From an optimization exercise on the open Yosys and OpenROAD flow, aimed at small area, a short achievable clock period and few clock cycles; shortcuts taken in it are not production practice. Only simulation tests tie the RTL to the original design; equivalence was not proved.

`config.mk`:
```
export PLATFORM = sky130hd
export DESIGN_NAME = interpolation
export DESIGN_NICKNAME = interpolation
export VERILOG_FILES = /design/flow/design.v
export SDC_FILE = /design/flow/constraint.sdc
export NUM_CORES = 4
export LEC_CHECK = 0
export CAP_MARGIN = 20
export CORE_MARGIN = 2
export CORE_UTILIZATION = 40
export CTS_BUF_LIST = sky130_fd_sc_hd__clkbuf_8
export PLACE_DENSITY = 0.6
export SLEW_MARGIN = 20
```
`constraint.sdc`:
```
create_clock -name core_clock -period 12.0 [get_ports {clk}]
set_input_delay 2.4000 -clock core_clock [delete_from_list [all_inputs] [get_ports {clk}]]
set_output_delay 2.4000 -clock core_clock [all_outputs]
set_load 0.01 [all_outputs]
```
`design.v`:
```
module interpolation (
    input           clk,
    input           RST,
    input           START,
    input   [5:0]   H0,
    input   [5:0]   V0,
    input   [3:0]   SW,
    input   [3:0]   SH,
    output          REN,
    input   [7:0]   R_DATA,
    output  [11:0]  ADDR,
    output  [7:0]   O_DATA,
    output          O_VALID
);
    parameter Q = 5;
    reg [5:0] h0;
    reg [3:0] dh, dv;            
    reg       ract;
    reg [4:0] rrow;              
    reg [3:0] rfv;               
    reg [5:0] rtop;              
    reg [3:0] rj;                
    reg       rph;               
    reg [11:0] addr;
    reg       ren;
    reg       iss;               
    reg [2:0] cr;                
    reg       b1, v2, b2, v3, b3, p4;
    reg [3:0] f1, f2, f3;
    reg [7:0] rd, tp;              
    reg [11:0] vp;
    reg [7:0] q [0:Q-1];
    reg [2:0] cnt;
    reg [4:0] oc;                
    reg [3:0] ofh;
    reg       hc, hl;            
    reg [11:0] hp;
    reg       hv;
    reg [7:0] odata;
    reg       ovalid;
    assign REN = ren;
    assign ADDR = addr;
    assign O_DATA = odata;
    assign O_VALID = ovalid;
    localparam [4:0] FIRST = 5'd1, LAST = 5'd24;
    function [4:0] step;
        input [4:0] x;
        step = {x[3:0], x[4] ^ x[2]};
    endfunction
    function [11:0] lerp_a;
        input [7:0] a, b;
        input [3:0] f;
        reg [7:0] m0, m1, m2, m3;
        reg [9:0] p, r;
        reg [5:0] lo;
        begin
            m0 = f[0] ? b : a;
            m1 = f[1] ? b : a;
            m2 = f[2] ? b : a;
            m3 = f[3] ? b : a;
            p = {2'b0, a} + {2'b0, m0} + {1'b0, m1, 1'b0};
            r = {2'b0, m2} + {1'b0, m3, 1'b0};
            lo = {1'b0, p[6:2]} + {1'b0, r[4:0]};
            lerp_a = {p[9:7], r[9:5], lo[5], lo[4:2]};
        end
    endfunction
    function [7:0] lerp_b;
        input [11:0] x;
        reg [4:0] hi;
        begin
            hi = {2'b0, x[11:9]} + x[8:4] + {4'b0, x[3]};
            lerp_b = {hi, x[2:0]};
        end
    endfunction
    wire       prod = p4;
    wire [7:0] cval = lerp_b(vp);
    wire [7:0] qL = q[0];
    wire [7:0] qR = q[1];
    wire       hz = (ofh == 4'd0);
    wire       fire = (cnt != 3'd0) && (hz || cnt > 3'd1);
    wire       shift = fire && (hl || hc);
    wire [4:0] hsum = {1'b0, ofh} + {1'b0, dh};
    wire [4:0] hnext = {1'b0, hsum[3:0]} + {1'b0, dh};
    wire [4:0] ocnext = step(oc);
    wire       issue_first = ract && !rph && (cr != 3'd0 || shift);
    wire       issue = issue_first || (ract && rph);
    wire       direct = (rfv == 4'd0);
    wire       col_done = rph || (issue_first && direct);
    wire       row_done = col_done && (rj == dh);
    wire [4:0] vsum = {1'b0, rfv} + {1'b0, dv};
    wire [5:0] rbot = rtop + 6'd1;
    wire [2:0] wslot = cnt - {2'b0, shift};
    always @(posedge clk or posedge RST) begin
        if (RST) begin
            ract <= 1'b0;
            iss <= 1'b0;
            v2 <= 1'b0;
            v3 <= 1'b0;
            p4 <= 1'b0;
            cnt <= 3'd0;
            cr <= Q;
            hv <= 1'b0;
            ovalid <= 1'b0;
        end else begin
            iss <= issue;
            v2 <= iss;
            v3 <= v2;
            p4 <= v3 && (b3 || f3 == 4'd0);
            cr <= cr - {2'b0, issue_first} + {2'b0, shift};
            if (row_done && rrow == LAST) ract <= 1'b0;
            if (START) ract <= 1'b1;
            cnt <= cnt - {2'b0, shift} + {2'b0, prod};
            hv <= fire;
            ovalid <= hv;
        end
    end
    integer i;
    always @(posedge clk) begin
        rd <= R_DATA;
        tp <= rd;
        b1 <= rph;
        b2 <= b1;
        b3 <= b2;
        vp <= lerp_a(rd, tp, f3);
        f1 <= rfv;
        f2 <= f1;
        f3 <= f2;
        ren <= !issue;
        addr <= {(rph || direct) ? rtop : rbot, h0 + {2'b0, rj}};
        if (issue_first && !direct) rph <= 1'b1;
        if (col_done) begin
            rph <= 1'b0;
            if (row_done) begin
                rj <= 4'd0;
                rrow <= step(rrow);
                rfv <= vsum[3:0];
                if (vsum[4]) rtop <= rbot;
            end else begin
                rj <= rj + 4'd1;
            end
        end
        for (i = 0; i < Q; i = i + 1) begin
            if (prod && wslot == i)
                q[i] <= cval;
            else if (shift && i < Q - 1)
                q[i] <= q[i + 1];
        end
        hp <= lerp_a(qL, qR, ofh);
        odata <= lerp_b(hp);
        if (fire) begin
            if (hl) begin
                oc <= FIRST;
                ofh <= 4'd0;
                hc <= 1'b0;
                hl <= 1'b0;
            end else begin
                oc <= ocnext;
                ofh <= hsum[3:0];
                hc <= hnext[4];
                hl <= (ocnext == LAST);
            end
        end
        if (START) begin
            h0 <= H0;
            dh <= SW - 4'd1;
            dv <= SH - 4'd1;
            rtop <= V0;
            rfv <= 4'd0;
            rrow <= FIRST;
            rj <= 4'd0;
            rph <= 1'b0;
            oc <= FIRST;
            ofh <= 4'd0;
            hc <= 1'b0;
            hl <= 1'b0;
        end
    end
endmodule
```
`flow/run.sh`:
```
#!/bin/bash
# The standard layout, with repair_timing aiming below the clock period and
# port buffers of the smallest buffer cell.
set -euo pipefail
bash standard.sh SETUP_SLACK_MARGIN=8.6 "BUFFER_PORTS_ARGS=-buffer_cell sky130_fd_sc_hd__buf_1" "CTS_ARGS=-sink_clustering_enable -repair_clock_nets -buf_list sky130_fd_sc_hd__clkbuf_8 -root_buf sky130_fd_sc_hd__clkbuf_16 -sink_clustering_size 30 -sink_clustering_max_diameter 300 -sink_buffer_max_cap_derate 1.0 -dont_use_dummy_load" finish > flow_standard.log 2>&1
```
`standard.sh`:
```
#!/bin/bash
# synth_recipe.tcl (not shown) runs the flow's synth.tcl, then flattens the netlist and writes it again
# the make line also repeats each setting of config.mk as NAME=value (left out here)
make -C /OpenROAD-flow-scripts/flow DESIGN_CONFIG=/design/flow/config.mk WORK_HOME=/design/flow/orfs CLKGATE_MAP_FILE= SYNTH_SCRIPT=/design/flow/synth_recipe.tcl "${@:-finish}"
```
==> summary.txt, run 1 <==
Status
  • Status: complete, no violations

Timing
  • Final Hold Viols: 0
  • Period utilization: 27.2%
  • Sum Neg Setup Slack: 0 ns
  • Skew final: 0.0347 ns
  • Slew HR: between 50% and 60%
  • Max-slew violations: 0
  • Unrepaired setup endpoints after global routing: no
  • Setup violations, final: 0
  • Max Clock Freq: a little over 0.3 GHz
  • Tmin final: 3.26 ns
  • Worst slew pin tran: between 0.7 and 0.8 ns

Worst setup path
  • Critical path depth: 1
  • Worst r2r dst: hp[2]
  • Crit-path leading delay family: flip-flops
  • CP cell instances: buf_1
  • FF-to-FF Start: q[0][1]
  • Crit path required time: about 9.6 ns
  • R2R depth: 12
  • Critical path startpoint category: flop
  • Critical path type: reg2out
  • Crit path DAT: 0.86 ns
  • Slowest cell on crit path: dfxtp_1
  • Register-to-register setup slack: 8.80 ns
  • CP max stage delay: 0.32 ns
  • CP bufs+invs: 1
  • Endpoint class of the critical path: output port
  • CP Max Fanout: 1

CTS
  • Clk latency of the worst-skew pair: slightly below 0.4 ns
  • Clock-pin transition on the worst setup and hold timing paths: 0.10 ns
  • CTS root buffer: clkbuf_16
  • CTS Buffer Depth: 2
  • # H-tree levels: 4
  • CTS tree: built
  • Total CTS buffers: 17
  • CTS Hold Bufs: 0
  • CTS sink count: 174

Min path
  • Hold Path Class: reg2reg
  • Hold Crit Depth: 0
  • Hold Crit Start: f2[0]
  • Worst Hold End: f3[0]

Synthesis
  • Distinct cell type count after synthesis: 46
  • Mapped Cells: between 700 and 800
  • Post-synth EDFFs: 60
  • Commonest register cell after synthesis: dfxtp_1
  • Synth Register Bits: 174
  • Post-synthesis cell area: 8780 sq um
  • Syn Nets: between 900 and 1000
  • Post-synthesis sequential area ratio: a little under half
  • Synth async-reset ratio: around 7.5%
  • Syn. warnings: 2
  • Syn avg cell area: 11.2 sq um

Floorplan
  • Die area: around 23000 sq um
  • # IOs: 53
  • Die width: 152 microns
  • CORE AREA: between 20000 and 25000 sq um
  • Rows: 54
  • Starting density of the core: between 40% and 50%
  • Die Y-Extent: about 150 microns

Global route
  • Initial antenna violation count: 0
  • Vias in the first global route: 5361
  • GRT Total Usage: 13.2%
  • Congestion Overflow GR: 0
  • Pin count of the biggest net entering global routing: 55
  • Wire length of the first global-routing pass: 24900 microns

Placed design
  • RePlAce Congestion: 0.776
  • Area after DPL: 9250 sq um
  • Dpl hpwl: about 11000 microns
  • PortBufs: 52

Detailed routing
  • Via/cell ratio: 4.92
  • Post-DR wirelength/cell: 13.2 microns
  • Drt pass-1 iters: 4
  • Iteration-0 DRC Markers: roughly 220
  • DRC viols: 0
  • Vias: roughly 5500
  • Final WL: 14800 microns
  • Post-route ant nets: 0

Finish
  • Most common cell after layout, fill and taps aside: dfxtp_1
  • Leading cell types in the layout, fill and taps excluded: dfxtp_1, mux2_2, ha_1
  • # nets final: 965
  • Final instance area: between 9000 and 10000 sq um
  • Fraction of layout cells with a size suffix above 1: 15.2%
  • Inserted Diodes: 0
  • Fill cells: ~2000
  • Area Overhead vs Synth: 9.98%

Flow run
  • Max Cap Violations: 0
[timing repair]
item	4_1_cts	5_1_grt
buffers inserted	1	6
pin swaps	1	0
gates resized for setup	14	17
cloned	0	0
setup endpoints to repair	63	62
[synth_stat cells (all sizes together) (14+ instances only)]
cell,instances,area share (%)
nor3,16,0.91
mux2,67,8.6
clkbuf,21,0.90
a21oi,50,2.9
xor2,20,2.0
nor2,54,2.3
dfxtp,101,23
nand3,14,0.80
inv,57,2.4
nand2,43,1.8
edfxtp,60,21
o21ai,42,2.5
fa,26,5.9
xnor2,38,3.8
ha,65,9.3
a21o,15,1.3
[registers in the layout (all words and copies together), names as in the netlist, 5 cells and up]
register and flops:
q 40, addr 12, hp 12, vp 12, odata 8, rd 8, tp 8, h0 6
rtop 6, oc 5, rrow 5
[metal layers]
layer	vias up	track usage, %	share of wire, %
li1	2851	-	-
met1	2588	17.4	48
met2	54	21.5	47
met3	23	3.01	2.2
met4	0	4.76	2.2
met5	-	0	0
[cell families (layout without fill, tap and decap cells)]
kind of cell	count (synthesis)	count (layout)	synth area share [%]
flip-flops	174	174	47.3
AND/OR/NAND/NOR	169	169	9.06
AO/OA/AOI/OAI	140	140	9.73
adder cells (fa/ha/maj)	91	91	15.2
buffers and inverters	80	134	3.43
multiplexers	75	75	9.51
XOR/XNOR	58	58	5.79
[per-stage QoR]
stage | cells | utilization [%] | setup slack (ns) | hold WS, ns
5_1_grt | 1121 | 44.5 | 8.59 | 0.339
4_1_cts | 1115 | 44.0 | 8.64 | 0.331
6_report | 1121 | 44.5 | 8.74 | 0.329
3_3_place_gp | 1097 | 42.6 | 7.95 | 0.312
2_1_floorplan | 787 | - | 8.63 | 0.310
3_5_place_dp | 1097 | 42.6 | 7.87 | 0.314
[cell type report]
class	instances	area, sq um	share of cell area [%]
clock buffers	17	245	2.54
inverters	57	218	2.25
flip-flops and latches	174	4170	43.2
well taps	280	350	3.63
repair buffers	60	264	2.73
multi-input cells	533	4410	45.7
[worst max-delay path by stage]
stage | end | from
final | REN | ren
after global routing | q[2][1] | cnt[2]
after CTS | hp[3] | ofh[0]
after detailed placement | q[1][1] | ofh[0]
after global placement | q[1][1] | ofh[0]
after floorplan | hp[3] | ofh[0]
Testbench counts, summed over its fixed seeds: cycles 32,963.
==> inputs of run 2 (changes only) <==
--- a/design.v
+++ b/design.v
@@ -28,5 +28,5 @@
     reg       b1, v2, b2, v3, b3, p4;
     reg [3:0] f1, f2, f3;
-    reg [7:0] rd, tp;              
+    reg [7:0] rd, ta;              
     reg [11:0] vp;
     reg [7:0] q [0:Q-1];
@@ -118,14 +118,14 @@
     always @(posedge clk) begin
         rd <= R_DATA;
-        tp <= rd;
+        ta <= b2 ? rd : R_DATA;
         b1 <= rph;
         b2 <= b1;
         b3 <= b2;
-        vp <= lerp_a(rd, tp, f3);
+        vp <= lerp_a(ta, rd, f3);
         f1 <= rfv;
         f2 <= f1;
         f3 <= f2;
         ren <= !issue;
-        addr <= {(rph || direct) ? rtop : rbot, h0 + {2'b0, rj}};
+        addr <= {rph ? rbot : rtop, h0 + {2'b0, rj}};
         if (issue_first && !direct) rph <= 1'b1;
         if (col_done) begin
==> flow/run.sh (replaced) <==
#!/bin/bash
# The standard layout, with repair_timing aiming below the clock period and
# port buffers of the smallest buffer cell.
set -euo pipefail
bash standard.sh SETUP_SLACK_MARGIN=8.5 "BUFFER_PORTS_ARGS=-buffer_cell sky130_fd_sc_hd__buf_1" "CTS_ARGS=-sink_clustering_enable -repair_clock_nets -buf_list sky130_fd_sc_hd__clkbuf_8 -root_buf sky130_fd_sc_hd__clkbuf_16 -sink_clustering_size 30 -sink_clustering_max_diameter 300 -sink_buffer_max_cap_derate 1.0 -dont_use_dummy_load" finish > flow_standard.log 2>&1
==> summary.txt, run 2 <==
Finish
  • Biggest register: q
  • Leading cell types in the layout, fill and taps excluded: dfxtp_1, mux2_2, ha_1
  • Final Util: 44.2% (-0.28 points)
  • # nets final: 982 (+1.8%)
  • Area Overhead vs Synth: 8.84%
  • Fill cells: 2083 (+1.7%)
  • Fraction of layout cells with a size suffix above 1: 13.6% (-1.6 points)
  • Final instance area: 9650 sq um (about the same)
  • Inserted Diodes: 0 (unchanged)
  • Largest register FFs: 40 (unchanged)
  • Most common cell after layout, fill and taps aside: dfxtp_1

Timing
  • Max-slew violations: 0 (unchanged)
  • Unrepaired setup endpoints after global routing: no
  • Setup violations, final: 0 (unchanged)
  • Tmin final: 3.29 ns (+0.0232 ns)
  • Skew final: 0.0277 ns (-0.00694 ns)
  • Period utilization: 27.4% (+0.19 points)
  • Slew HR: 54.5% (+4.2 points)
  • Worst slew pin tran: 0.676 ns (-0.0631 ns)
  • Max Clock Freq: 0.304 GHz (-0.70%)
  • Sum Neg Setup Slack: 0 ns (unchanged)
  • Final Hold Viols: 0 (unchanged)

Placed design
  • PortBufs: 52 (unchanged)
  • RePlAce Congestion: 0.771 (-0.55%)
  • Dpl hpwl: 10900 microns (about the same)
  • Area after DPL: 9340 sq um (+1.0%)

Detailed routing
  • Vias: 5553 (+0.67%)
  • Via/cell ratio: 4.88 (-0.83%)
  • Drt pass-1 iters: 4 (unchanged)
  • Iteration-0 DRC Markers: 224 (+2.8%)
  • Post-route ant nets: 0 (unchanged)
  • Post-DR wirelength/cell: 12.9 microns (-2.0%)
  • Final WL: 14700 microns (-0.50%)
  • DRC viols: 0 (unchanged)

Synthesis
  • Commonest register cell after synthesis: dfxtp_1
  • Synth Register Bits: 174 (unchanged)
  • Synth top area share: 22.8% (-0.23 points)
  • Most frequent cells after synthesis: dfxtp_1, mux2_2, ha_1
  • Mapped Cells: 810 (+2.9%)
  • Syn avg cell area: 11.0 sq um (-1.8%)
  • Distinct cell type count after synthesis: 49 (+6.5%)
  • Post-synth EDFFs: 60 (unchanged)
  • Syn. warnings: 2 (unchanged)
  • Syn Nets: 932 (+2.5%)
  • Post-synthesis cell area: 8870 sq um (+1.0%)
  • Post-synthesis sequential area ratio: 46.8% (-0.48 points)
  • Synth async-reset ratio: 7.47% (unchanged)
  • Top-count cell post-synth: dfxtp_1
  • Area leader, netlist: dfxtp_1
  • Top cells by area, synth: dfxtp_1, edfxtp_1, ha_1

Floorplan
  • Die width: 153 microns (+0.50%)
  • Die Y-Extent: 153 microns (+0.50%)
  • CORE AREA: 21800 sq um (+0.62%)
  • Die area: 23400 sq um (+1.0%)
  • Rows: 54 (unchanged)
  • # IOs: 53 (unchanged)
  • Starting density of the core: 40.6% (+0.16 points)

Global route
  • Congestion Overflow GR: 0 (unchanged)
  • Initial antenna violation count: 0 (unchanged)
  • Wire length of the first global-routing pass: 25800 microns (+3.8%)
  • Pin count of the biggest net entering global routing: 55 (unchanged)
  • Vias in the first global route: 5539 (+3.3%)
  • GRT Total Usage: 13.3% (+0.097 points)

CTS
  • # H-tree levels: 4 (unchanged)
  • Clock-pin transition on the worst setup and hold timing paths: 0.09 ns (about the same)
  • CTS root buffer: clkbuf_16
  • Clk latency of the worst-skew pair: 0.37 ns (-0.02 ns)
  • CTS sink count: 174 (unchanged)
  • CTS Buffer Depth: 2 (unchanged)
  • CTS Hold Bufs: 0 (unchanged)
  • Total CTS buffers: 17 (unchanged)
  • CTS tree: built

Worst setup path
  • Endpoint class of the critical path: flop
  • Crit path DAT: 3.54 ns (+2.68 ns)
  • Critical path type: reg2reg
  • Critical path startpoint category: flop
  • CP Max Fanout: 13 (+12)
  • Crit path required time: 12.25 ns (+2.65 ns)

Status
  • Status: complete, no violations

Min path
  • Hold Path Class: reg2reg

Flow run
  • Max Cap Violations: 0 (unchanged)
[run 2: what timing repair did]
action,in CTS,in global routing
endpoints found under the setup margin,44,63
buffers inserted,2,0
endpoints found under the hold margin,0,0
resized for setup,5,14
[run 2: metal layers]
layer	up-vias	track usage, %	routed length, microns
li1	2904	-	-
met1	2590	18.2	7420
met2	50	21.5	6790
met3	9	3.40	399
met4	0	3.00	126
met5	-	0	0
[run 2: final timing paths]
check | start | to | slack [ns] | depth (start not counted)
hold / removal | f2[0] | f3[0] | 0.33 | 0
setup reg to reg | ofh[1] | hp[3] | 8.71 | 12
max in group asynchronous | RST | hv | 9.63 | 2
hold reg to reg | f2[0] | f3[0] | 0.33 | 0
setup / recovery | ofh[1] | hp[3] | 8.71 | 12
min in group asynchronous | RST | ract | 2.01 | 2
[run 2: logic make-up after synthesis]
kind of cell    synth area share [%]
mux                             9.55
simple gates                    9.71
fa+ha+maj                       15.0
compound gates                  9.69
xor+xnor                        5.73
flops                           46.8
buf+inv                         3.48
[run 2: per-stage QoR]
step / hold WS [ns] / setup slack [ns] / cells
after floorplan: 0.310 / 8.64 / 810
after global placement: 0.313 / 8.38 / 1119
after detailed placement: 0.314 / 8.36 / 1119
after CTS: 0.336 / 8.51 / 1138
after global routing: 0.337 / 8.50 / 1138
final: 0.330 / 8.71 / 1138
[run 2: cell type report]
type	count	area (sq um)	share of cell area, %
multi-input cells	554	4450	46.1
flip-flops and latches	174	4170	43.2
clock buffers	17	245	2.54
well taps	280	350	3.63
inverters	57	218	2.26
repair buffers	56	226	2.35
[run 2: worst max-delay path: stages (launching register included)]
cell	delay [ns]
dfxtp_2	0.50
mux2_2	0.39
fa_1	0.42
nand2_1	0.09
a21oi_1	0.07
fa_1	0.41
xor2_1	0.16
ha_1	0.30
a31o_2	0.24
and2_1	0.18
o21a_1	0.20
o21ai_0	0.15
nand2b_1	0.07
Testbench counts of run 2, summed over its fixed seeds: cycles 32,963.
==> inputs of run 3 (changes only) <==
--- a/design.v
+++ b/design.v
@@ -24,10 +24,9 @@
     reg [11:0] addr;
     reg       ren;
-    reg       iss;               
     reg [2:0] cr;                
     reg       b1, v2, b2, v3, b3, p4;
     reg [3:0] f1, f2, f3;
     reg [7:0] rd, ta;              
-    reg [11:0] vp;
+    reg [12:0] vp;
     reg [7:0] q [0:Q-1];
     reg [2:0] cnt;
@@ -35,5 +34,5 @@
     reg [3:0] ofh;
     reg       hc, hl;            
-    reg [11:0] hp;
+    reg [12:0] hp;
     reg       hv;
     reg [7:0] odata;
@@ -48,10 +47,10 @@
         step = {x[3:0], x[4] ^ x[2]};
     endfunction
-    function [11:0] lerp_a;
+    function [12:0] lerp_a;
         input [7:0] a, b;
         input [3:0] f;
         reg [7:0] m0, m1, m2, m3;
         reg [9:0] p, r;
-        reg [5:0] lo;
+        reg [4:0] lo;
         begin
             m0 = f[0] ? b : a;
@@ -61,14 +60,14 @@
             p = {2'b0, a} + {2'b0, m0} + {1'b0, m1, 1'b0};
             r = {2'b0, m2} + {1'b0, m3, 1'b0};
-            lo = {1'b0, p[6:2]} + {1'b0, r[4:0]};
-            lerp_a = {p[9:7], r[9:5], lo[5], lo[4:2]};
+            lo = {1'b0, p[5:2]} + {1'b0, r[3:0]};
+            lerp_a = {p[9:6], r[9:4], lo[4], lo[3:2]};
         end
     endfunction
     function [7:0] lerp_b;
-        input [11:0] x;
-        reg [4:0] hi;
+        input [12:0] x;
+        reg [5:0] hi;
         begin
-            hi = {2'b0, x[11:9]} + x[8:4] + {4'b0, x[3]};
-            lerp_b = {hi, x[2:0]};
+            hi = {2'b0, x[12:9]} + x[8:3] + {5'b0, x[2]};
+            lerp_b = {hi, x[1:0]};
         end
     endfunction
@@ -94,5 +93,4 @@
         if (RST) begin
             ract <= 1'b0;
-            iss <= 1'b0;
             v2 <= 1'b0;
             v3 <= 1'b0;
@@ -103,6 +101,5 @@
             ovalid <= 1'b0;
         end else begin
-            iss <= issue;
-            v2 <= iss;
+            v2 <= !ren;
             v3 <= v2;
             p4 <= v3 && (b3 || f3 == 4'd0);
==> flow/run.sh (replaced) <==
#!/bin/bash
# The standard layout, with repair_timing aiming below the clock period and
# port buffers of the smallest buffer cell.
set -euo pipefail
bash standard.sh SETUP_SLACK_MARGIN=8.8 "BUFFER_PORTS_ARGS=-buffer_cell sky130_fd_sc_hd__buf_1" "CTS_ARGS=-sink_clustering_enable -repair_clock_nets -buf_list sky130_fd_sc_hd__clkbuf_8 -root_buf sky130_fd_sc_hd__clkbuf_16 -sink_clustering_size 30 -sink_clustering_max_diameter 300 -sink_buffer_max_cap_derate 1.0 -dont_use_dummy_load" finish > flow_standard.log 2>&1
==> summary.txt, run 3 <==
Finish
  • Biggest register: q
  • Final Util: 45.3% (+1.0 points)
  • Fraction of layout cells with a size suffix above 1: 18.3% (+4.7 points)
  • Leading cell types in the layout, fill and taps excluded: dfxtp_1, mux2_2, ha_1
  • Finished Layout Cells: 1144 (+0.53%)
  • Most common cell after layout, fill and taps aside: dfxtp_1
  • Area Overhead vs Synth: 10.8%
  • Inserted Diodes: 0 (unchanged)
  • Top flop regs: q: 40 flops, hp: 13 flops, vp: 13 flops
  • # nets final: 988 (+0.61%)
  • Largest register FFs: 40 (unchanged)

Placed design
  • PortBufs: 52 (unchanged)
  • RePlAce Congestion: 0.753 (-2.4%)
  • Dpl hpwl: 11100 microns (+1.1%)
  • Placed Instances: 1118 (-0.089%)
  • Post-Place Worst Slack: 8.33 ns (-0.0230 ns)

Synthesis
  • Commonest register cell after synthesis: dfxtp_1
  • Area leader, netlist: dfxtp_1
  • Post-synthesis sequential area ratio: 46.6% (-0.22 points)
  • Distinct cell type count after synthesis: 48 (-2.0%)
  • Mapped Cells: 807 (-0.37%)
  • Syn Nets: 929 (-0.32%)
  • Synth async-reset ratio: 6.86% (-0.61 points)
  • Top-count cell post-synth: dfxtp_1
  • Top cells by area, synth: dfxtp_1, edfxtp_1, mux2_2
  • Synth top area share: 23.1% (+0.26 points)
  • Synth Register Bits: 175 (+0.57%)
  • Syn. warnings: 2 (unchanged)
  • Post-synthesis cell area: 8940 sq um (+0.83%)
  • Syn avg cell area: 11.1 sq um (+1.2%)
  • Post-synth EDFFs: 60 (unchanged)
  • Most frequent cells after synthesis: dfxtp_1, mux2_2, ha_1

Detailed routing
  • Post-DR wirelength/cell: 13.4 microns (+3.2%)
  • Vias: 5622 (+1.2%)
  • Via/cell ratio: 4.91 (+0.71%)
  • DRC viols: 0 (unchanged)
  • Post-route ant nets: 0 (unchanged)
  • Final WL: 15300 microns (+3.7%)
  • Drt pass-1 iters: 4 (unchanged)
  • Iteration-0 DRC Markers: 263 (+17%)

Timing
  • Period utilization: 27.2% (-0.16 points)
  • Final Hold Viols: 0 (unchanged)
  • Worst slew pin tran: 0.593 ns (-0.0828 ns)
  • Unrepaired setup endpoints after global routing: yes
  • Tmin final: 3.27 ns (-0.0193 ns)
  • Setup violations, final: 0 (unchanged)
  • Max Clock Freq: 0.306 GHz (+0.59%)
  • Final setup margin: 8.73 ns (+0.0193 ns)
  • Skew final: 0.0379 ns (+0.0102 ns)
  • Slew HR: 60.3% (+5.8 points)
  • Sum Neg Setup Slack: 0 ns (unchanged)
  • Max-slew violations: 0 (unchanged)

CTS
  • CTS Hold Bufs: 0 (unchanged)
  • CTS tree: built
  • Total CTS buffers: 17 (unchanged)
  • Clk latency of the worst-skew pair: 0.39 ns (+0.02 ns)
  • CTS Buffer Depth: 2 (unchanged)
  • CTS sink count: 175 (+0.57%)
  • # H-tree levels: 4 (unchanged)
  • Clock-pin transition on the worst setup and hold timing paths: 0.08 ns (about the same)
  • CTS root buffer: clkbuf_16

Worst setup path
  • Endpoint class of the critical path: output port
  • CP cell instances: buf_6
  • Critical path startpoint category: flop
  • R2R depth: 10 (-2)
  • Critical path type: reg2out
  • Slowest cell on crit path: dfrtp_1
  • CP max stage delay: 0.38 ns (-0.12 ns)
  • Critical path depth: 1 (-11)
  • Crit path DAT: 0.87 ns (-2.67 ns)
  • CP bufs+invs: 1 (+1)
  • Crit path required time: 9.60 ns (-2.65 ns)
  • CP Max Fanout: 1 (-12)
  • Crit-path leading delay family: flip-flops

Floorplan
  • Rows: 54 (unchanged)
  • Die width: 154 microns (+0.41%)
  • Die Y-Extent: 154 microns (+0.41%)
  • # IOs: 53 (unchanged)
  • Die area: 23600 sq um (+0.81%)
  • Starting density of the core: 40.9% (+0.21 points)
  • CORE AREA: 21900 sq um (+0.31%)

Global route
  • Vias in the first global route: 5435 (-1.9%)
  • GR Util met3: 3.44% (+0.036 points)
  • Met1 Resource Use GR: 17.5% (-0.67 points)
  • GRT Total Usage: 13.3% (about the same)
  • Initial antenna violation count: 0 (unchanged)
  • Pin count of the biggest net entering global routing: 55 (unchanged)
  • Wire length of the first global-routing pass: 25600 microns (-0.83%)
  • GRT busiest layer: met2
  • Met2 GRT Util: 21.9% (+0.49 points)
  • Congestion Overflow GR: 0 (unchanged)

Min path
  • Hold Path Class: reg2reg
  • Hold Crit Depth: 0 (unchanged)

Flow run
  • Max Cap Violations: 0 (unchanged)

Status
  • Status: complete, no violations
==> run 3: worst paths after layout <==
check	startpoint	to	slack [ns]
max reg2reg	f3[0]	vp[2]	8.97
max in group asynchronous	RST	cr[2]	9.62
min reg2reg	hp[1]	odata[1]	0.32
max	ovalid	O_VALID	8.73
min	hp[1]	odata[1]	0.32
min in group asynchronous	RST	v2	1.99
==> run 3: what timing repair did <==
action                     in CTS  in global routing
setup endpoints to repair      98                102
gates resized for setup        43                 22
pin swaps                       3                  3
setup buffers                   3                  6
gates cloned                    0                  0
==> run 3: layer usage <==
| metal | routed length (microns) | vias to the layer above |
|---|---|---|
| met3 | 448 | 6 |
| met4 | 104 | 0 |
| met5 | 0 | - |
| met1 | 7420 | 2639 |
| met2 | 7310 | 63 |
| li1 | - | 2914 |
==> run 3: layout make-up <==
cell class | instances | area [sq um]
clock buffer | 17 | 245
fill | 2102 | 12000
inverter | 60 | 229
multi-input combinational | 549 | 4550
sequential | 175 | 4190
tap | 280 | 350
timing repair buffer | 63 | 342
==> run 3: metrics by stage <==
stage / cell area [sq um] / hold WS [ns]
finish: 9910 / 0.324
global route: 9910 / 0.334
detailed placement: 9420 / 0.313
global placement: 9420 / 0.310
floorplan: 8940 / 0.310
CTS: 9780 / 0.327
==> run 3: cell families after synthesis <==
| logic type | Yosys count | share of synthesized area (%) |
|---|---|---|
| flops | 175 | 46.6 |
| fa+ha+maj | 91 | 14.9 |
| xor+xnor | 66 | 6.46 |
| compound gates | 141 | 9.61 |
| mux | 80 | 10.0 |
| buf+inv | 83 | 3.58 |
| simple gates | 171 | 8.84 |
Testbench counts of run 3, summed over its fixed seeds: cycles 32,963.
==> inputs of run 4 (changes only) <==
==> flow/run.sh (replaced) <==
#!/bin/bash
# The standard layout, with repair_timing aiming below the clock period and
# port buffers of the smallest buffer cell.
set -euo pipefail
bash standard.sh SETUP_SLACK_MARGIN=9.0 "BUFFER_PORTS_ARGS=-buffer_cell sky130_fd_sc_hd__buf_1" "CTS_ARGS=-sink_clustering_enable -repair_clock_nets -buf_list sky130_fd_sc_hd__clkbuf_8 -root_buf sky130_fd_sc_hd__clkbuf_16 -sink_clustering_size 30 -sink_clustering_max_diameter 300 -sink_buffer_max_cap_derate 1.0 -dont_use_dummy_load" finish > flow_standard.log 2>&1
==> summary.txt, run 4 <==
Global route
  • GRT Total Usage: 13.9% (+0.58 points)
  • Pin count of the biggest net entering global routing: 55 (unchanged)
  • Initial antenna violation count: 0 (unchanged)
  • Congestion Overflow GR: 0 (unchanged)
  • Wire length of the first global-routing pass: 26900 microns (+5.3%)
  • Vias in the first global route: 5657 (+4.1%)

Detailed routing
  • DRC viols: 0 (unchanged)
  • Vias: 5662 (+0.71%)
  • WL met1: 7700 microns (+3.7%)
  • Post-route ant nets: 0 (unchanged)
  • Post-DR wirelength/cell: 14.0 microns (+5.0%)
  • Drt pass-1 iters: 4 (unchanged)
  • Max layer used: met4
  • Final WL: 16200 microns (+6.1%)
  • Via/cell ratio: 4.90 (-0.33%)
  • Met2 Wirelength: 7860 microns (+7.6%)
  • WL met3: 471 microns (+5.1%)
  • Iteration-0 DRC Markers: 257 (-2.3%)

CTS
  • CTS root buffer: clkbuf_16
  • Clock-pin transition on the worst setup and hold timing paths: 0.08 ns (about the same)
  • Clk latency of the worst-skew pair: 0.37 ns (-0.02 ns)
  • CTS tree: built
  • CTS Buffer Depth: 2 (unchanged)
  • CTS sink count: 175 (unchanged)
  • # H-tree levels: 4 (unchanged)
  • Total CTS buffers: 17 (unchanged)

Finish
  • Top flop regs: q: 40 flops, hp: 13 flops, vp: 13 flops
  • Biggest register: q
  • Leading cell types in the layout, fill and taps excluded: dfxtp_1, mux2_2, edfxtp_1
  • Largest register FFs: 40 (unchanged)
  • Finished Layout Cells: 1156 (+1.0%)
  • Inserted Diodes: 0 (unchanged)
  • Fraction of layout cells with a size suffix above 1: 21.6% (+3.3 points)
  • Area Overhead vs Synth: 13.8%
  • # nets final: 1000 (+1.2%)
  • Most common cell after layout, fill and taps aside: dfxtp_1

Worst setup path
  • CP bufs+invs: 1 (unchanged)
  • CP max stage delay: 0.41 ns (+0.03 ns)
  • Crit path required time: 9.60 ns (about the same)
  • Critical path type: reg2out
  • Slowest cell on crit path: dfrtp_1
  • Crit path DAT: 0.90 ns (+0.03 ns)
  • CP Max Fanout: 1 (unchanged)
  • Critical path startpoint category: flop
  • CP cell instances: clkbuf_2
  • Endpoint class of the critical path: output port
  • Crit-path leading delay family: flip-flops

Timing
  • Unrepaired setup endpoints after global routing: yes
  • Final setup margin: 8.70 ns (-0.0371 ns)
  • Max Clock Freq: 0.303 GHz (-1.1%)
  • Sum Neg Setup Slack: 0 ns (unchanged)
  • Slew HR: 60.1% (-0.18 points)
  • Max-slew violations: 0 (unchanged)
  • Skew final: 0.0265 ns (-0.0114 ns)
  • Final Hold Viols: 0 (unchanged)
  • Tmin final: 3.30 ns (+0.0371 ns)
  • Setup violations, final: 0 (unchanged)
  • Worst slew pin tran: 0.592 ns (-0.000929 ns)
  • Period utilization: 27.5% (+0.31 points)

Floorplan
  • Die area: 23600 sq um (unchanged)
  • Rows: 54 (unchanged)
  • Starting density of the core: 40.9% (unchanged)
  • CORE AREA: 21900 sq um (unchanged)
  • # IOs: 53 (unchanged)
  • Die width: 154 microns (unchanged)
  • Die Y-Extent: 154 microns (unchanged)

Min path
  • Hold Path Class: reg2reg

Synthesis
  • Area leader, netlist: dfxtp_1
  • Distinct cell type count after synthesis: 48 (unchanged)
  • Simple-gate area share of the yosys netlist: 8.84% (unchanged)
  • Commonest register cell after synthesis: dfxtp_1
  • Syn avg cell area: 11.1 sq um (unchanged)
  • Post-synthesis mux area share: 10.0% (unchanged)
  • Most frequent cells after synthesis: dfxtp_1, mux2_2, ha_1
  • Synth async-reset ratio: 6.86% (unchanged)
  • Largest family of logic cells by synthesized area: adder cells
  • Synth Area in XOR/XNOR: 6.46% (unchanged)
  • Post-synthesis sequential area ratio: 46.6% (unchanged)
  • Post-Synth Adder-Cell Area: 14.9% (unchanged)
  • Synth top area share: 23.1% (unchanged)
  • Synth Register Bits: 175 (unchanged)
  • Post-synth EDFFs: 60 (unchanged)
  • Syn. warnings: 2 (unchanged)
  • Top cells by area, synth: dfxtp_1, edfxtp_1, mux2_2
  • Top-count cell post-synth: dfxtp_1
  • Post-synthesis cell area: 8940 sq um (unchanged)
  • Mapped Cells: 807 (unchanged)
  • Syn Nets: 929 (unchanged)
  • Compound-Gate Fraction of Synth Area: 9.61% (unchanged)

Placed design
  • Post-Place Worst Slack: 8.37 ns (+0.0356 ns)
  • Placed Instances: 1118 (unchanged)
  • PortBufs: 52 (unchanged)
  • RePlAce Congestion: 0.746 (-0.94%)
  • Dpl hpwl: 11200 microns (+1.6%)

Status
  • Status: complete, no violations

Flow run
  • Max Cap Violations: 0 (unchanged)
-- run 4: cell counts after synthesis --
No cell type changed its count.
-- run 4: layout make-up --
type | instances | area [sq um]
tap | 280 | 350
clock buffer | 17 | 245
timing repair buffer | 74 | 482
sequential | 175 | 4190
fill | 2044 | 11700
multi-input combinational | 550 | 4680
inverter | 60 | 229
-- run 4: what timing repair did --
action                     in CTS  in global routing
hold buffers                    0                  0
resized for setup              61                 30
buffers inserted                7                 11
gates cloned                    1                  2
setup endpoints to repair     110                 95
pin swaps                       3                  7
-- run 4: final timing paths --
path | from | cells after the start | slack [ns] | endpoint
max in group asynchronous | RST | 2 | 9.61 | cr[0]
max reg2reg | ofh[0] | 10 | 9.11 | q[1][5]
min reg2reg | hp[0] | 0 | 0.32 | odata[0]
min | hp[0] | 0 | 0.32 | odata[0]
min in group asynchronous | RST | 2 | 2.02 | v2
max | ovalid | 1 | 8.70 | O_VALID
-- run 4: cells by family after synthesis --
family / after synthesis
multiplexers: 80
AND/OR/NAND/NOR: 171
flip-flops: 175
buffers and inverters: 83
XOR/XNOR: 66
AO/OA/AOI/OAI: 141
adder cells (fa/ha/maj): 91
-- run 4: through the flow --
stage	util [%]	hold WS, ns	cell area (sq um)
after floorplan	-	0.310	8980
after CTS	45.2	0.318	9890
after global routing	46.5	0.321	10200
final	46.5	0.316	10200
after global placement	43.1	0.312	9430
after detailed placement	43.1	0.312	9430
-- run 4: routing by layer --
| metal | vias up | global-route usage, % |
|---|---|---|
| met5 | - | 0 |
| met4 | 0 | 4.11 |
| met3 | 14 | 3.24 |
| met2 | 70 | 23.4 |
| met1 | 2631 | 17.8 |
| li1 | 2947 | - |
==> inputs of run 5 (changes only) <==
--- a/design.v
+++ b/design.v
@@ -24,4 +24,5 @@
     reg [11:0] addr;
     reg       ren;
+    reg       iss;               
     reg [2:0] cr;                
     reg       b1, v2, b2, v3, b3, p4;
@@ -93,4 +94,5 @@
         if (RST) begin
             ract <= 1'b0;
+            iss <= 1'b0;
             v2 <= 1'b0;
             v3 <= 1'b0;
@@ -101,5 +103,6 @@
             ovalid <= 1'b0;
         end else begin
-            v2 <= !ren;
+            iss <= issue;
+            v2 <= iss;
             v3 <= v2;
             p4 <= v3 && (b3 || f3 == 4'd0);
==> flow/run.sh (replaced) <==
#!/bin/bash
# The standard layout, with repair_timing aiming below the clock period and
# port buffers of the smallest buffer cell.
set -euo pipefail
bash standard.sh SETUP_SLACK_MARGIN=8.7 "BUFFER_PORTS_ARGS=-buffer_cell sky130_fd_sc_hd__buf_1" "CTS_ARGS=-sink_clustering_enable -repair_clock_nets -buf_list sky130_fd_sc_hd__clkbuf_8 -root_buf sky130_fd_sc_hd__clkbuf_16 -sink_clustering_size 30 -sink_clustering_max_diameter 300 -sink_buffer_max_cap_derate 1.0 -dont_use_dummy_load" finish > flow_standard.log 2>&1
==> summary.txt, run 5 <==
Synthesis
  • Top-count cell post-synth: dfxtp_1
  • Syn avg cell area: 11.1 sq um (+0.18%)
  • Area leader, netlist: dfxtp_1
  • Syn Nets: 930 (+0.11%)
  • Commonest register cell after synthesis: dfxtp_1
  • Syn. warnings: 2 (unchanged)
  • Post-synthesis sequential area ratio: 46.7% (+0.14 points)
  • Most frequent cells after synthesis: dfxtp_1, mux2_2, ha_1
  • Post-synthesis cell area: 8970 sq um (+0.31%)
  • Synth async-reset ratio: 7.39% (+0.53 points)
  • Synth top area share: 23.0% (-0.071 points)
  • Mapped Cells: 808 (+0.12%)
  • Distinct cell type count after synthesis: 48 (unchanged)
  • Post-synth EDFFs: 60 (unchanged)
  • Top cells by area, synth: dfxtp_1, edfxtp_1, mux2_2
  • Synth Register Bits: 176 (+0.57%)

Worst setup path
  • Crit-path leading delay family: flip-flops
  • Slowest cell on crit path: dfrtp_1
  • CP bufs+invs: 1 (unchanged)
  • Critical path startpoint category: flop
  • CP cell instances: clkbuf_2
  • Crit path required time: 9.60 ns (about the same)
  • Critical path type: reg2out
  • Endpoint class of the critical path: output port
  • CP Max Fanout: 1 (unchanged)
  • Crit path DAT: 0.91 ns (about the same)
  • CP max stage delay: 0.41 ns (about the same)

Placed design
  • Post-Place Worst Slack: 8.37 ns (+0.00673 ns)
  • RePlAce Congestion: 0.786 (+5.4%)
  • Placed Instances: 1119 (+0.089%)
  • Dpl hpwl: 11400 microns (+1.1%)
  • Area after DPL: 9440 sq um (+0.16%)
  • PortBufs: 52 (unchanged)

CTS
  • # H-tree levels: 4 (unchanged)
  • CTS sink count: 176 (+0.57%)
  • Clock-pin transition on the worst setup and hold timing paths: 0.08 ns (about the same)
  • CTS root buffer: clkbuf_16
  • CTS tree: built
  • Total CTS buffers: 17 (unchanged)
  • CTS Buffer Depth: 2 (unchanged)
  • Clk latency of the worst-skew pair: 0.39 ns (+0.02 ns)
  • CTS Hold Bufs: 0 (unchanged)

Timing
  • Period utilization: 27.6% (+0.056 points)
  • Final setup margin: 8.69 ns (-0.00672 ns)
  • Max-slew violations: 0 (unchanged)
  • Final hold slack: 0.305 ns (-0.0112 ns)
  • Sum Neg Setup Slack: 0 ns (unchanged)
  • Max Clock Freq: 0.302 GHz (-0.20%)
  • Final Hold Viols: 0 (unchanged)
  • Slew HR: 55.8% (-4.3 points)
  • Skew final: 0.0397 ns (+0.0132 ns)
  • Worst slew pin tran: 0.658 ns (+0.0657 ns)
  • Setup violations, final: 0 (unchanged)
  • Unrepaired setup endpoints after global routing: yes
  • Tmin final: 3.31 ns (+0.00672 ns)

Detailed routing
  • Post-DR wirelength/cell: 13.7 microns (-2.3%)
  • WL met1: 7490 microns (-2.7%)
  • Post-route ant nets: 0 (unchanged)
  • Vias: 5617 (-0.79%)
  • DRC viols: 0 (unchanged)
  • Via/cell ratio: 4.94 (+0.86%)
  • Drt pass-1 iters: 4 (unchanged)
  • Max layer used: met4
  • Final WL: 15600 microns (-3.9%)
  • WL met3: 419 microns (-11%)
  • Met2 Wirelength: 7380 microns (-6.1%)
  • Iteration-0 DRC Markers: 284 (+11%)

Flow run
  • Max Cap Violations: 0 (unchanged)

Status
  • Status: complete, no violations

Global route
  • Congestion Overflow GR: 0 (unchanged)
  • Wire length of the first global-routing pass: 26300 microns (-2.2%)
  • GRT Total Usage: 13.7% (-0.19 points)
  • Initial antenna violation count: 0 (unchanged)
  • Pin count of the biggest net entering global routing: 55 (unchanged)
  • Vias in the first global route: 5545 (-2.0%)

Floorplan
  • Rows: 54 (unchanged)
  • # IOs: 53 (unchanged)
  • CORE AREA: 21900 sq um (unchanged)
  • Die Y-Extent: 154 microns (+0.15%)
  • Die area: 23600 sq um (+0.30%)
  • Starting density of the core: 41.0% (+0.13 points)
  • Die width: 154 microns (+0.15%)

Finish
  • Area Overhead vs Synth: 9.27%
  • Most common cell after layout, fill and taps aside: dfxtp_1
  • Final instance area: 9800 sq um (-3.7%)
  • Largest register FFs: 40 (unchanged)
  • # nets final: 981 (-1.9%)
  • Fill cells: 2073 (+1.4%)
  • Fraction of layout cells with a size suffix above 1: 15.4% (-6.2 points)
  • Leading cell types in the layout, fill and taps excluded: dfxtp_1, mux2_2, ha_1
  • Top flop regs: q: 40 flops, hp: 13 flops, vp: 13 flops
  • Biggest register: q
  • Inserted Diodes: 0 (unchanged)
  • Finished Layout Cells: 1137 (-1.6%)

Min path
  • Hold Path Class: reg2reg
==> run 5: cell count changes in the layout (fill, tap and decap cells not counted), sizes merged <==
cell	previous run	this run
and4	2	1
buf	70	49
clkbuf	21	23
dfrtp	10	11
o21a	7	8
o21ai	42	41
==> run 5: cell type report <==
cell class / count / area [sq um] / share of cell area, %
Multi-Input combinational cell: 549 / 4540 / 46.3
Sequential cell: 176 / 4210 / 42.9
Tap cell: 280 / 350 / 3.57
Clock buffer: 17 / 245 / 2.50
Inverter: 60 / 229 / 2.34
Timing Repair Buffer: 55 / 228 / 2.32
==> run 5: metal layers <==
layer,global-route usage (%),up-vias
met5,0,-
met4,5.20,0
li1,-,2896
met1,17.9,2631
met3,2.56,19
met2,22.8,71
==> run 5: stage by stage <==
step	util (%)
4_1_cts	44.5
3_5_place_dp	43.1
2_1_floorplan	-
5_1_grt	44.8
3_3_place_gp	43.1
6_report	44.8
==> run 5: worst paths after layout <==
| path | startpoint | endpoint | slack [ns] | cells past startpoint |
|---|---|---|---|---|
| hold / removal | f2[3] | f3[3] | 0.30 | 0 |
| setup / recovery | ovalid | O_VALID | 8.69 | 1 |
| max in group asynchronous | RST | v3 | 9.60 | 2 |
| setup reg to reg | cnt[2] | q[0][3] | 8.90 | 9 |
| hold reg to reg | f2[3] | f3[3] | 0.30 | 0 |
| min in group asynchronous | RST | cr[1] | 2.05 | 2 |
==> run 5: kinds of logic after synthesis <==
family,count (synthesis),share of synthesized area (%)
AO/OA/AOI/OAI,141,9.61
XOR/XNOR,66,6.44
adder cells (fa/ha/maj),91,14.9
buffers and inverters,83,3.57
flip-flops,176,46.7
multiplexers,80,9.97
AND/OR/NAND/NOR,171,8.81
==> run 5: timing repair <==
action	4_1_cts	5_1_grt
pin swaps	1	0
resized for setup	14	23
endpoints found under the setup margin	63	55
buffers inserted	1	0
gates cloned	0	0
Testbench counts of run 5, summed over its fixed seeds: cycles 32,963.

[separate check: timing with driven ports]
How much do the figures lean on ideal ports? The routed layouts below were timed once more, with nothing changed but the port constraints. Step 1, drivers: a clkbuf_16 drives clk and a buf_2 each remaining input, both assumed. Step 2 moves the port delays by t, midway between the first and last clock arrival at a register: inputs arrive t later, outputs are due t later. That takes back most of the time a late clock gives input paths. a / b / c = ideal / step 1 / step 2; a / b = the first two.
run | t, ns | setup slack, ns | worst setup path at the end
run 1 | 0.410 | 8.736 / 8.694 / 8.405 | input to register
run 2 | 0.402 | 8.713 / 8.695 / 8.369 | input to register
run 3 | 0.413 | 8.732 / 8.688 / 8.525 | input to register
run 4 | 0.407 | 8.695 / 8.650 / 8.644 | input to register
run 5 | 0.413 | 8.689 / 8.645 / 8.427 | input to register
After both steps setup and hold are still met in every run listed. For run 2, which loses most, drivers alone change the setup slack by -0.018 ns; drivers and shift together by -0.344 ns.
